Source: an optimization exercise on an open RTL-to-GDS flow (aim: small area and a short achievable clock period). Production flows keep margins and buffers that such runs may drop.
The RTL was checked by simulation tests, not by an equivalence proof against the original design.
Power and IR drop assume default switching activity.

==> flow/design.v <==
module fpadder( input [15:0] A_59, input [15:0] B_59, input clk_59, input rst_59, output reg [15:0] C_59);
function [1:0] cmp_gt;   
  input [14:0] a, b;
  reg [15:0] G, E;
  integer i, k;
  begin
    G = {1'b0, a & ~b};
    E = {1'b1, ~((a & ~b) | (~a & b))};
    for (k = 1; k < 16; k = k * 2)
      for (i = 0; i + k < 16; i = i + 2 * k) begin
        G[i] = G[i + k] | (E[i + k] & G[i]);
        E[i] = E[i + k] & E[i];
      end
    cmp_gt = {G[0], E[0]};
  end
endfunction
wire [1:0] c5  = cmp_gt({10'd0, A_59[14:10]}, {10'd0, B_59[14:10]});
wire [1:0] cf = cmp_gt({5'd0, A_59[9:0]}, {5'd0, B_59[9:0]});
wire [1:0] c15 = {c5[1] | (c5[0] & cf[1]), 1'b0};
wire       zero = ~|{A_59, B_59};
wire [4:0] dab = A_59[14:10] - B_59[14:10];
wire [4:0] dba = B_59[14:10] - A_59[14:10];
wire [4:0] d   = c5[1] ? dab : dba;
reg        agb1, sa1, sb1;
reg [4:0]  e1;
reg [9:0]  fa1, fb1;
reg [3:0]  sh1;
always @(posedge clk_59) begin
  agb1 <= c15[1];
  sa1  <= A_59[15];
  sb1  <= B_59[15];
  e1   <= c5[1] ? A_59[14:10] : B_59[14:10];
  fa1  <= A_59[9:0];
  fb1  <= B_59[9:0];
  sh1  <= d[3:0] | {4{d[4] | zero}};
end
wire [9:0]  fs  = agb1 ? fb1 : fa1;
wire        sub = sa1 ^ sb1;
wire [10:0] y   = ({1'b1, fs} >> sh1) ^ {11{sub}};
reg        s2, sub2;
reg [4:0]  e2;
reg [9:0]  fg2;
reg [10:0] y2;
always @(posedge clk_59) begin
  s2   <= agb1 ? sa1 : sb1;
  sub2 <= sub;
  e2   <= e1;
  fg2  <= agb1 ? fa1 : fb1;
  y2   <= y;
end
wire [11:0] S = {2'b01, fg2} + {sub2, y2} + {11'd0, sub2};
reg        s3;
reg [4:0]  e3;
reg [11:0] S3;
always @(posedge clk_59) begin
  s3 <= s2; e3 <= e2; S3 <= S;
end
reg [11:1] h;
reg [4:0]  adj;      
integer j;
always @(*) begin
  h = 11'd0;
  for (j = 1; j <= 11; j = j + 1)
    h[j] = S3[j] & ~|(S3[11:1] >> j);
  casez (S3[11:1])
    11'b1??????????: adj = 5'd1;
    11'b01?????????: adj = 5'd0;
    11'b001????????: adj = -5'd1;
    11'b0001???????: adj = -5'd2;
    11'b00001??????: adj = -5'd3;
    11'b000001?????: adj = -5'd4;
    11'b0000001????: adj = -5'd5;
    11'b00000001???: adj = -5'd6;
    11'b000000001??: adj = -5'd7;
    11'b0000000001?: adj = -5'd8;
    11'b00000000001: adj = -5'd9;
    default:         adj = 5'd0;
  endcase
end
wire [21:0] sp = {S3, 10'd0};
reg  [9:0]  frac;
integer k;
always @(*) begin
  frac = {9'd0, ~|S3[11:1] & S3[0]};
  for (k = 0; k < 10; k = k + 1)
    for (j = 1; j <= 11; j = j + 1)
      frac[k] = frac[k] | (h[j] & sp[j + k]);
end
always @(posedge clk_59) begin
  C_59 <= {s3, e3 + adj, frac};
end
endmodule
export LEC_CHECK = 0
export CAP_MARGIN = 20
export CORE_MARGIN = 2
export CORE_UTILIZATION = 40
export SETUP_SLACK_MARGIN = 1.9
export SLEW_MARGIN = 20
create_clock -name core_clock -period 3.8 [get_ports {clk_59}]
standard.sh (not shown) runs the stock make flow with config.mk's settings and CLKGATE_MAP_FILE= SYNTH_SCRIPT=/design/flow/synth_recipe.tcl, a recipe that flattens the netlist after the stock synthesis.
==> flow/flow/run.sh <==
#!/bin/bash
# Standard layout with: ports buffered by plain buffers instead of delay cells;
# adders left to ABC instead of extracted into full/half-adder cells; a clock
# tree of smaller buffers without dummy loads.
set -euo pipefail
export BUFFER_PORTS_ARGS="-buffer_cell sky130_fd_sc_hd__buf_1"
export ADDER_MAP_FILE=
export CTS_ARGS="-sink_clustering_enable -repair_clock_nets -dont_use_dummy_load -root_buf sky130_fd_sc_hd__clkbuf_8 -buf_list sky130_fd_sc_hd__clkbuf_4 -sink_clustering_size 20"
bash standard.sh > standard_flow.log 2>&1
Rerun with:
--- a/flow/design.v
+++ b/flow/design.v
@@ -1,4 +1,4 @@
-module fpadder( input [15:0] A_59, input [15:0] B_59, input clk_59, input rst_59, output reg [15:0] C_59);
+module fpadder( input [15:0] A_59, input [15:0] B_59, input clk_59, input rst_59, output [15:0] C_59);
 function [1:0] cmp_gt;   
   input [14:0] a, b;
   reg [15:0] G, E;
@@ -55,38 +55,36 @@
 always @(posedge clk_59) begin
   s3 <= s2; e3 <= e2; S3 <= S;
 end
-reg [11:1] h;
-reg [4:0]  adj;      
-integer j;
+reg [3:0] m3;
 always @(*) begin
-  h = 11'd0;
-  for (j = 1; j <= 11; j = j + 1)
-    h[j] = S3[j] & ~|(S3[11:1] >> j);
   casez (S3[11:1])
-    11'b1??????????: adj = 5'd1;
-    11'b01?????????: adj = 5'd0;
-    11'b001????????: adj = -5'd1;
-    11'b0001???????: adj = -5'd2;
-    11'b00001??????: adj = -5'd3;
-    11'b000001?????: adj = -5'd4;
-    11'b0000001????: adj = -5'd5;
-    11'b00000001???: adj = -5'd6;
-    11'b000000001??: adj = -5'd7;
-    11'b0000000001?: adj = -5'd8;
-    11'b00000000001: adj = -5'd9;
-    default:         adj = 5'd0;
+    11'b1??????????: m3 = 4'd0;
+    11'b01?????????: m3 = 4'd1;
+    11'b001????????: m3 = 4'd2;
+    11'b0001???????: m3 = 4'd3;
+    11'b00001??????: m3 = 4'd4;
+    11'b000001?????: m3 = 4'd5;
+    11'b0000001????: m3 = 4'd6;
+    11'b00000001???: m3 = 4'd7;
+    11'b000000001??: m3 = 4'd8;
+    11'b0000000001?: m3 = 4'd9;
+    11'b00000000001: m3 = 4'd10;
+    default:         m3 = 4'd1;
   endcase
 end
-wire [21:0] sp = {S3, 10'd0};
-reg  [9:0]  frac;
-integer k;
-always @(*) begin
-  frac = {9'd0, ~|S3[11:1] & S3[0]};
-  for (k = 0; k < 10; k = k + 1)
-    for (j = 1; j <= 11; j = j + 1)
-      frac[k] = frac[k] | (h[j] & sp[j + k]);
+wire [11:0] sl = S3 << {m3[3:1], 1'b0};
+reg        s4, ma4, mb4;
+reg [4:0]  e4;
+reg [10:0] tn4;
+always @(posedge clk_59) begin
+  s4  <= s3;
+  e4  <= e3 + 5'd1 - {1'b0, m3};
+  ma4 <= m3[0];
+  mb4 <= ~m3[0];
+  tn4 <= ~sl[10:0];
 end
-always @(posedge clk_59) begin
-  C_59 <= {s3, e3 + adj, frac};
-end
+wire [9:0] fo;
+assign fo[4:0] = ~(ma4 ? tn4[4:0] : tn4[5:1]);
+assign fo[9:5] = ~(mb4 ? tn4[10:6] : tn4[9:5]);
+assign C_59 = {s4, e4, fo};
 endmodule
Effect:
- critical path depth stays the same
- power is higher by a few percent
- routed wire length is lower by a few percent
- maximum frequency rises slightly
- combinational power is about the same
- die area fell slightly
- design area is higher slightly
- first-iteration DRC count decreases by a quarter to a third
- non-clock buffer count rises by 16
- synthesized area drops slightly
- sequential power is higher by a few percent
- global-route usage drops by 0.59 points
- via count fell by a few percent

==> re-timing with driven ports <==
The flow's constraints put no driver on any port. The routed layouts listed below were extracted and timed again, unchanged, in two steps. Step 1, drivers: a clkbuf_16 drives clk_59 and a buf_2 each remaining input, both assumed. Step 2 moves the port delays by t, midway between the first and last clock arrival at a register: inputs arrive t later, outputs are due t later. That takes back most of the time a late clock gives input paths. a / b / c = ideal ports / drivers / drivers and shift; a / b = the first two.
run | t, ns | setup WS [ns] | worst hold slack (ns) | worst register clock-pin slew, ns
the first run | 0.376 | 1.658 / 1.653 / 1.277 | 0.333 / 0.333 / 0.333 | 0.08 / 0.08
the second run | 0.372 | 1.685 / 1.685 / 1.320 | 0.332 / 0.332 / 0.332 | 0.09 / 0.09
After both steps every run listed still meets setup and hold. For the first run, which loses most, drivers alone change the setup slack by -0.005 ns; drivers and shift together by -0.381 ns.
